Background: an optimization exercise with open tools, aiming at small area. Do not read the settings as production practice.
Only simulation tests tie the RTL to the original design; equivalence was not proved.
No driver is modelled on the clock port, so clock power and skew are understated where the tree is cut down; a real chip needs a root buffer or a tree.
No activity file was given, so power comes from the tool's default toggle rates.

==> module vga_timing, before the edit <==
module vga_timing(
    input clk,
    input reset,
    output pix_en,
    output reg [9:0] h_pos,
    output reg [9:0] v_pos,
    output reg h_sync,
    output reg v_sync
    );
    reg [1:0] phase;            
    assign pix_en = phase[1] & ~phase[0];
    wire [10:0] hc;
    assign hc[0] = pix_en;
    genvar i;
    generate for (i = 0; i < 10; i = i + 1) begin : hcarry
        assign hc[i + 1] = hc[i] & h_pos[i];
    end endgenerate
    wire h_wrap = hc[5] & h_pos[9] & h_pos[8];
    wire [9:0] h_next = (h_pos ^ hc[9:0]) & ~{h_wrap, h_wrap, 2'b00, h_wrap, 5'b00000};
    wire [10:0] vcy;
    assign vcy[0] = h_wrap;
    generate for (i = 0; i < 10; i = i + 1) begin : vcarry
        assign vcy[i + 1] = vcy[i] & v_pos[i];
    end endgenerate
    wire vc = h_wrap & v_pos[9] & v_pos[3] & v_pos[2];
    wire [9:0] v_next = (v_pos ^ vcy[9:0]) & ~{vc, 5'b00000, vc, vc, 1'b0, vc};
    always @(posedge clk or posedge reset)
        if (reset) begin
            phase <= 2'b10;
            h_pos <= 10'd799;
            v_pos <= 10'd524;
            h_sync <= 1'b0;
            v_sync <= 1'b0;
        end
        else begin
            phase <= {phase[0], ~phase[1]};
            h_pos <= h_next;
            v_pos <= v_next;
            h_sync <= h_pos[9] & ~h_pos[8] & h_pos[7] & (|h_pos[6:4]) & ~(&h_pos[6:4]);
            v_sync <= (v_pos[8:1] == 8'b11110101);
        end
endmodule
==> module timer_keeper, before the edit <==
module timer_keeper(
    input clk,
    input rst,
    input mode,
    input start,
    input pause,
    output reg [3:0] s1,
    output reg [2:0] s10,
    output reg [3:0] m1,
    output reg [2:0] m10,
    output reg [3:0] h1,
    output reg h10
    );
    reg run;                    
    always @(posedge clk or posedge rst)
        if (rst)
            run <= 1'b0;
        else
            run <= (start & ~run) | (~pause & run);
    wire en = run & mode;
    reg [5:0] cnt;
    reg half;
    wire cnt_end = en & (&cnt);
    wire tick = cnt_end & ~half;
    wire [5:0] cc = {5'b11111 & {&cnt[4:0], &cnt[3:0], &cnt[2:0], &cnt[1:0], cnt[0]}, 1'b1} & {6{en}};
    wire [5:0] cnt_inc = cnt ^ cc;
    always @(posedge clk or posedge rst)
        if (rst) begin
            cnt <= 6'd14;
            half <= 1'b0;
        end
        else begin
            cnt <= cnt_inc | {2'b00, {3{cnt_end}}, 1'b0};
            half <= half ^ cnt_end;
        end
    wire s59 = s10[2] & s10[0] & s1[3] & s1[0];
    wire m59 = m10[2] & m10[0] & m1[3] & m1[0];
    wire ks = tick;
    wire s1_carry = ks & s1[3] & s1[0];
    wire [3:0] s1_t = {ks & s1[0] & (s1[3] | (s1[2] & s1[1])), ks & s1[0] & s1[1], ks & s1[0] & ~s1[3], ks};
    wire [2:0] s10_t = {s1_carry & s10[0] & (s10[1] | s10[2]), s1_carry & s10[0] & ~s10[2], s1_carry};
    wire km = tick & s59;
    wire m1_carry = km & m1[3] & m1[0];
    wire [3:0] m1_t = {km & m1[0] & (m1[3] | (m1[2] & m1[1])), km & m1[0] & m1[1], km & m1[0] & ~m1[3], km};
    wire [2:0] m10_t = {m1_carry & m10[0] & (m10[1] | m10[2]), m1_carry & m10[0] & ~m10[2], m1_carry};
    wire kh = km & m59;
    wire h15 = h10 & h1[2];
    wire [3:0] h1_t = {kh & h1[0] & (h1[3] | (h1[2] & h1[1])), kh & h1[0] & (h1[1] | h15),
                       kh & h1[0] & ~h1[3] & ~h15, kh};
    wire h10_t = kh & h1[0] & (h1[3] | h15);
    always @(posedge clk or posedge rst)
        if (rst) begin
            s1 <= 4'd0; s10 <= 3'd0;
            m1 <= 4'd0; m10 <= 3'd0;
            h1 <= 4'd0; h10 <= 1'b0;
        end
        else begin
            s1 <= s1 ^ s1_t; s10 <= s10 ^ s10_t;
            m1 <= m1 ^ m1_t; m10 <= m10 ^ m10_t;
            h1 <= h1 ^ h1_t; h10 <= h10 ^ h10_t;
        end
endmodule
==> module clock_keeper, before the edit <==
module clock_keeper(
    input clk,
    input rst,
    input sec_button,
    input min_button,
    input hour_button,
    output reg [3:0] s1,
    output reg [2:0] s10,
    output reg [3:0] m1,
    output reg [2:0] m10,
    output reg [3:0] h1,
    output reg [1:0] h10
    );
    reg [5:0] cnt;
    reg half;
    wire cnt_end = &cnt;
    wire tick = cnt_end & ~half;
    wire [5:0] cc = {&cnt[4:0], &cnt[3:0], &cnt[2:0], &cnt[1:0], cnt[0], 1'b1};
    wire [5:0] cnt_inc = cnt ^ cc;
    always @(posedge clk or posedge rst)
        if (rst) begin
            cnt <= 6'd14;
            half <= 1'b0;
        end
        else begin
            cnt <= cnt_inc | {2'b00, {3{cnt_end}}, 1'b0};
            half <= half ^ cnt_end;
        end
    reg sb, mb, hb;
    always @(posedge clk)
        if (cnt[5] & cnt[4] & cnt[3] & cnt[2] & ~cnt[1] & ~cnt[0]) begin
            sb <= sec_button;
            mb <= min_button;
            hb <= hour_button;
        end
    wire ks = tick & (sb | s1[0]);
    wire s1_carry = ks & s1[3];
    wire [3:0] s1_t = {ks & (s1[3] | (s1[2] & s1[1])), ks & s1[1], ks & ~s1[3], tick & ~sb};
    wire [2:0] s10_t = {s1_carry & s10[0] & (s10[1] | s10[2]), s1_carry & s10[0] & ~s10[2], s1_carry};
    wire s59 = s10[2] & s10[0] & s1[3] & s1[0];
    wire m59 = m10[2] & m10[0] & m1[3] & m1[0];
    wire km = tick & (mb | s59);
    wire m1_carry = km & m1[3] & m1[0];
    wire [3:0] m1_t = {km & m1[0] & (m1[3] | (m1[2] & m1[1])), km & m1[0] & m1[1], km & m1[0] & ~m1[3], km};
    wire [2:0] m10_t = {m1_carry & m10[0] & (m10[1] | m10[2]), m1_carry & m10[0] & ~m10[2], m1_carry};
    wire kh = tick & (hb | (m59 & s59));
    wire h23 = h10[1] & h1[1] & h1[0];
    wire h1_9 = h1[3] & h1[0];
    wire [3:0] h1_t = {kh & h1[0] & (h1[3] | (h1[2] & h1[1])), kh & h1[0] & h1[1] & ~h10[1],
                       kh & h1[0] & ~h1[3], kh};
    wire [1:0] h10_t = {kh & ((h1_9 & h10[0]) | h23), kh & h1_9};
    always @(posedge clk or posedge rst)
        if (rst) begin
            s1 <= 4'd0; s10 <= 3'd0;
            m1 <= 4'd0; m10 <= 3'd0;
            h1 <= 4'd0; h10 <= 2'd0;
        end
        else begin
            s1 <= s1 ^ s1_t; s10 <= s10 ^ s10_t;
            m1 <= m1 ^ m1_t; m10 <= m10 ^ m10_t;
            h1 <= h1 ^ h1_t; h10 <= h10 ^ h10_t;
        end
endmodule
clock: 10.0 ns
lec_check: 0
cap_margin: 0
core_margin: 2
core_utilization: 40
gpl_timing_driven: 0
slew_margin: 0
synth_memory_max_bits: 16384
standard.sh (not shown) runs the stock make flow with config.mk's settings and CLKGATE_MAP_FILE= SYNTH_SCRIPT=/design/flow/synth_recipe.tcl, a recipe that flattens the netlist after the stock synthesis.
==> flow/flow/run.sh <==
#!/bin/bash
# Own layout flow: the standard flow (standard.sh) with these changes.
#  2. The port buffers are sky130_fd_sc_hd__buf_1 (every port still gets one).
#  3. CTS builds its tree from clkbuf_8 without dummy loads; clock_tree.tcl
#     then replaces it by a smaller tree if that meets its checks.
# Each tool's output goes to a log file of its own in the work folder.
set -euo pipefail
WORK=$(pwd)
export FLOWDIR=$WORK/flow
export RES=$WORK/orfs/results/$FLOW_PLATFORM/overall_top/base
PLAT=$FLOW_HOME/platforms/$FLOW_PLATFORM
LIB=$PLAT/lib/sky130_fd_sc_hd__tt_025C_1v80.lib
YOSYS=${YOSYS_EXE:-$(command -v yosys || echo $FLOW_HOME/../tools/install/yosys/bin/yosys)}
OPENROAD=${OPENROAD_EXE:-$(command -v openroad || echo $FLOW_HOME/../tools/install/OpenROAD/bin/openroad)}

export BUFFER_PORTS_ARGS="-buffer_cell sky130_fd_sc_hd__buf_1"
export CTS_ARGS="-sink_clustering_enable -repair_clock_nets -dont_use_dummy_load -buf_list sky130_fd_sc_hd__clkbuf_8"

bash standard.sh synth > standard_synth.log 2>&1
cp "$RES/1_2_yosys.v" "$WORK/netlist_standard.v"
python3 "$FLOWDIR/cut_ffs.py" "$WORK/netlist_standard.v" "$WORK/cut_standard.v" > "$WORK/cut_standard.log" 2>&1 || true

DONT_USE=$(sed -n '/DONT_USE_CELLS +=/,/^$/p' "$PLAT/config.mk" | grep -o 'sky130_fd_sc_hd__[A-Za-z0-9_]*' | sed 's/^/-dont_use /' | tr '\n' ' ')
SEQ="sky130_fd_sc_hd__df* sky130_fd_sc_hd__edf* sky130_fd_sc_hd__sdf* sky130_fd_sc_hd__dl*"

SEEDS="1 2 3 4 5 6 7 8"
for S in $SEEDS; do
  sed "s/@SEED@/$S/" "$FLOWDIR/remap.abc" > "$WORK/remap_$S.abc"
  cat > "$WORK/remap_$S.ys" <<EOS
read_liberty -ignore_miss_func -ignore_miss_dir -ignore_miss_data_latch $LIB
read_verilog $WORK/netlist_standard.v
hierarchy -top $FLOW_TOP
setattr -mod -set keep_hierarchy 1 $SEQ
flatten
opt_clean
setattr -mod -set blackbox 1 $SEQ
techmap
opt -fast
abc -liberty $LIB $DONT_USE -script $WORK/remap_$S.abc
setundef -zero
splitnets
opt_clean -purge
hilomap -singleton -hicell sky130_fd_sc_hd__conb_1 HI -locell sky130_fd_sc_hd__conb_1 LO
tee -o $WORK/remap_stat_$S.txt stat -liberty $LIB
write_verilog -noattr -nohex -nodec -selected $WORK/netlist_remap_$S.v
EOS
  "$YOSYS" -s "$WORK/remap_$S.ys" > "$WORK/remap_$S.log" 2>&1 &
  while (( $(jobs -rp | wc -l) >= 4 )); do sleep 2; done
done
wait || true

# candidates, smallest first
: > "$WORK/remap_areas.txt"
for S in $SEEDS; do
  if [[ -s "$WORK/netlist_remap_$S.v" && -s "$WORK/remap_stat_$S.txt" ]]; then
    a=$(grep -m1 "Chip area" "$WORK/remap_stat_$S.txt" | awk '{print $NF}')
    echo "$a $S" >> "$WORK/remap_areas.txt"
  fi
done
use_remap=0
for S in $(sort -g "$WORK/remap_areas.txt" | awk '{print $2}'); do
  python3 "$FLOWDIR/cut_ffs.py" "$WORK/netlist_remap_$S.v" "$WORK/cut_remap_$S.v" > "$WORK/cut_remap_$S.log" 2>&1 || continue
  cat > "$WORK/equiv_$S.ys" <<EOS
read_liberty -ignore_miss_func -ignore_miss_dir -ignore_miss_data_latch $LIB
read_verilog $WORK/cut_standard.v
rename $FLOW_TOP gold
read_verilog $WORK/cut_remap_$S.v
rename $FLOW_TOP gate
flatten gold gate
opt_clean
miter -equiv -flatten -make_outputs gold gate miter
hierarchy -top miter
sat -verify -prove trigger 0 miter
EOS
  "$YOSYS" -s "$WORK/equiv_$S.ys" > "$WORK/equiv_$S.log" 2>&1 || continue
  # the same registers, by name and cell type
  diff <(grep -o 'sky130_fd_sc_hd__[de]*df[a-z0-9_]* [^ ]*' "$WORK/netlist_standard.v" | sort) \
       <(grep -o 'sky130_fd_sc_hd__[de]*df[a-z0-9_]* [^ ]*' "$WORK/netlist_remap_$S.v" | sort) > "$WORK/regs_diff_$S.log" || continue
  use_remap=$S
  break
done
echo "use_remap=$use_remap" > "$WORK/remap_used.txt"
if [[ $use_remap != 0 ]]; then
  cp "$WORK/netlist_remap_$use_remap.v" "$RES/1_2_yosys.v"
  rm -f "$RES/1_synth.odb" "$RES/1_synth.sdc"
fi

bash standard.sh cts > standard_cts.log 2>&1
K=$(TREE_K=0 "$OPENROAD" -no_init -exit "$FLOWDIR/clock_tree.tcl" 2>&1 | tee "$WORK/clock_tree_search.log" | awk '/^BEST_K/ {print $2}' || true)
K=${K:-0}
if [[ $K != 0 ]] && TREE_K=$K "$OPENROAD" -no_init -exit "$FLOWDIR/clock_tree.tcl" > "$WORK/clock_tree.log" 2>&1 \
   && [[ -s "$RES/4_cts_tree.odb" ]]; then
  cp "$RES/4_cts.odb" "$WORK/4_cts_cts.odb"
  mv "$RES/4_cts_tree.odb" "$RES/4_cts.odb"
  echo "clock tree replaced" > "$WORK/clock_tree_used.txt"
else
  echo "clock tree kept" > "$WORK/clock_tree_used.txt"
fi

bash standard.sh > standard.log 2>&1
Other scripts of this flow, unchanged in this note and not shown: flow/flow/clock_tree.tcl, flow/flow/clock_tree_lib.tcl, flow/flow/cut_ffs.py, flow/flow/remap.abc
Next try:
--- a/flow/design.v
+++ b/flow/design.v
@@ -1,16 +1,20 @@
 `timescale 1ns / 1ps
 module vga_timing(
     input clk,
     input reset,
     output pix_en,
-    output reg [9:0] h_pos,
-    output reg [9:0] v_pos,
+    output [9:0] h_pos,
+    output [9:0] v_pos,
     output reg h_sync,
     output reg v_sync
     );
-    reg [1:0] phase;            
+    reg [1:0] phase_x;
+    reg [9:0] h_x, v_x;
+    wire [1:0] phase = phase_x ^ 2'b10;    
+    assign h_pos = h_x ^ 10'd799;
+    assign v_pos = v_x ^ 10'd524;
     assign pix_en = phase[1] & ~phase[0];
     wire [10:0] hc;
     assign hc[0] = pix_en;
     genvar i;
     generate for (i = 0; i < 10; i = i + 1) begin : hcarry
@@ -25,20 +29,20 @@
     end endgenerate
     wire vc = h_wrap & v_pos[9] & v_pos[3] & v_pos[2];
     wire [9:0] v_next = (v_pos ^ vcy[9:0]) & ~{vc, 5'b00000, vc, vc, 1'b0, vc};
     always @(posedge clk or posedge reset)
         if (reset) begin
-            phase <= 2'b10;
-            h_pos <= 10'd799;
-            v_pos <= 10'd524;
+            phase_x <= 2'b00;
+            h_x <= 10'd0;
+            v_x <= 10'd0;
             h_sync <= 1'b0;
             v_sync <= 1'b0;
         end
         else begin
-            phase <= {phase[0], ~phase[1]};
-            h_pos <= h_next;
-            v_pos <= v_next;
+            phase_x <= {phase[0], ~phase[1]} ^ 2'b10;
+            h_x <= h_next ^ 10'd799;
+            v_x <= v_next ^ 10'd524;
             h_sync <= h_pos[9] & ~h_pos[8] & h_pos[7] & (|h_pos[6:4]) & ~(&h_pos[6:4]);
             v_sync <= (v_pos[8:1] == 8'b11110101);
         end
 endmodule
 `timescale 1ns / 1ps
@@ -102,23 +106,24 @@
         if (rst)
             run <= 1'b0;
         else
             run <= (start & ~run) | (~pause & run);
     wire en = run & mode;
-    reg [5:0] cnt;
+    reg [5:0] cnt_x;                        
+    wire [5:0] cnt = cnt_x ^ 6'd14;
     reg half;
     wire cnt_end = en & (&cnt);
     wire tick = cnt_end & ~half;
     wire [5:0] cc = {5'b11111 & {&cnt[4:0], &cnt[3:0], &cnt[2:0], &cnt[1:0], cnt[0]}, 1'b1} & {6{en}};
     wire [5:0] cnt_inc = cnt ^ cc;
     always @(posedge clk or posedge rst)
         if (rst) begin
-            cnt <= 6'd14;
+            cnt_x <= 6'd0;
             half <= 1'b0;
         end
         else begin
-            cnt <= cnt_inc | {2'b00, {3{cnt_end}}, 1'b0};
+            cnt_x <= (cnt_inc | {2'b00, {3{cnt_end}}, 1'b0}) ^ 6'd14;
             half <= half ^ cnt_end;
         end
     wire s59 = s10[2] & s10[0] & s1[3] & s1[0];
     wire m59 = m10[2] & m10[0] & m1[3] & m1[0];
     wire ks = tick;
@@ -158,23 +163,24 @@
     output reg [3:0] m1,
     output reg [2:0] m10,
     output reg [3:0] h1,
     output reg [1:0] h10
     );
-    reg [5:0] cnt;
+    reg [5:0] cnt_x;                        
+    wire [5:0] cnt = cnt_x ^ 6'd14;
     reg half;
     wire cnt_end = &cnt;
     wire tick = cnt_end & ~half;
     wire [5:0] cc = {&cnt[4:0], &cnt[3:0], &cnt[2:0], &cnt[1:0], cnt[0], 1'b1};
     wire [5:0] cnt_inc = cnt ^ cc;
     always @(posedge clk or posedge rst)
         if (rst) begin
-            cnt <= 6'd14;
+            cnt_x <= 6'd0;
             half <= 1'b0;
         end
         else begin
-            cnt <= cnt_inc | {2'b00, {3{cnt_end}}, 1'b0};
+            cnt_x <= (cnt_inc | {2'b00, {3{cnt_end}}, 1'b0}) ^ 6'd14;
             half <= half ^ cnt_end;
         end
     reg sb, mb, hb;
     always @(posedge clk)
         if (cnt[5] & cnt[4] & cnt[3] & cnt[2] & ~cnt[1] & ~cnt[0]) begin
Effect: Wire length shrinks by about 1.7%; cell area barely changes; clock skew stays flat; synthesized area decreases by 0.58%; final cell count is about the same; sequential power hardly moves; die area falls by about 0.55%.
In every run of this note, the design's own scripts or RTL, not TritonCTS, make the clock network.

afterwards: timing with drivers on the ports:
The flow's constraints put no driver on any port. The routed layouts listed below were extracted and timed again, unchanged, in two steps. Step 1 assumes that a clkbuf_16 drives the clock port and a buf_2 every other input. Step 2 times the ports against the registers' clock, not the clock port: input delays grow and output delays shrink by t, the midpoint of the rising clock arrivals with the driver on. Slacks: no drivers / after step 1 / after step 2; pairs: no drivers / after step 1.
| run | shift t [ns] | setup WS [ns] | worst hold slack (ns) | clock arrival spread, ns | slew at the worst register clock pin (ns) |
|---|---|---|---|---|---|
| the first run | 0.477 | 5.117 / 5.103 / 4.645 | 0.388 / 0.388 / 0.388 | 0.025 / 0.026 | 0.10 / 0.10 |
| the second run | 0.455 | 4.616 / 4.621 / 4.166 | 0.398 / 0.398 / 0.398 | 0.026 / 0.026 | 0.10 / 0.10 |
After both steps setup and hold are still met in every run listed. The setup slack of the first run, which loses most, moves by -0.014 ns with the drivers and by -0.472 ns with both steps.
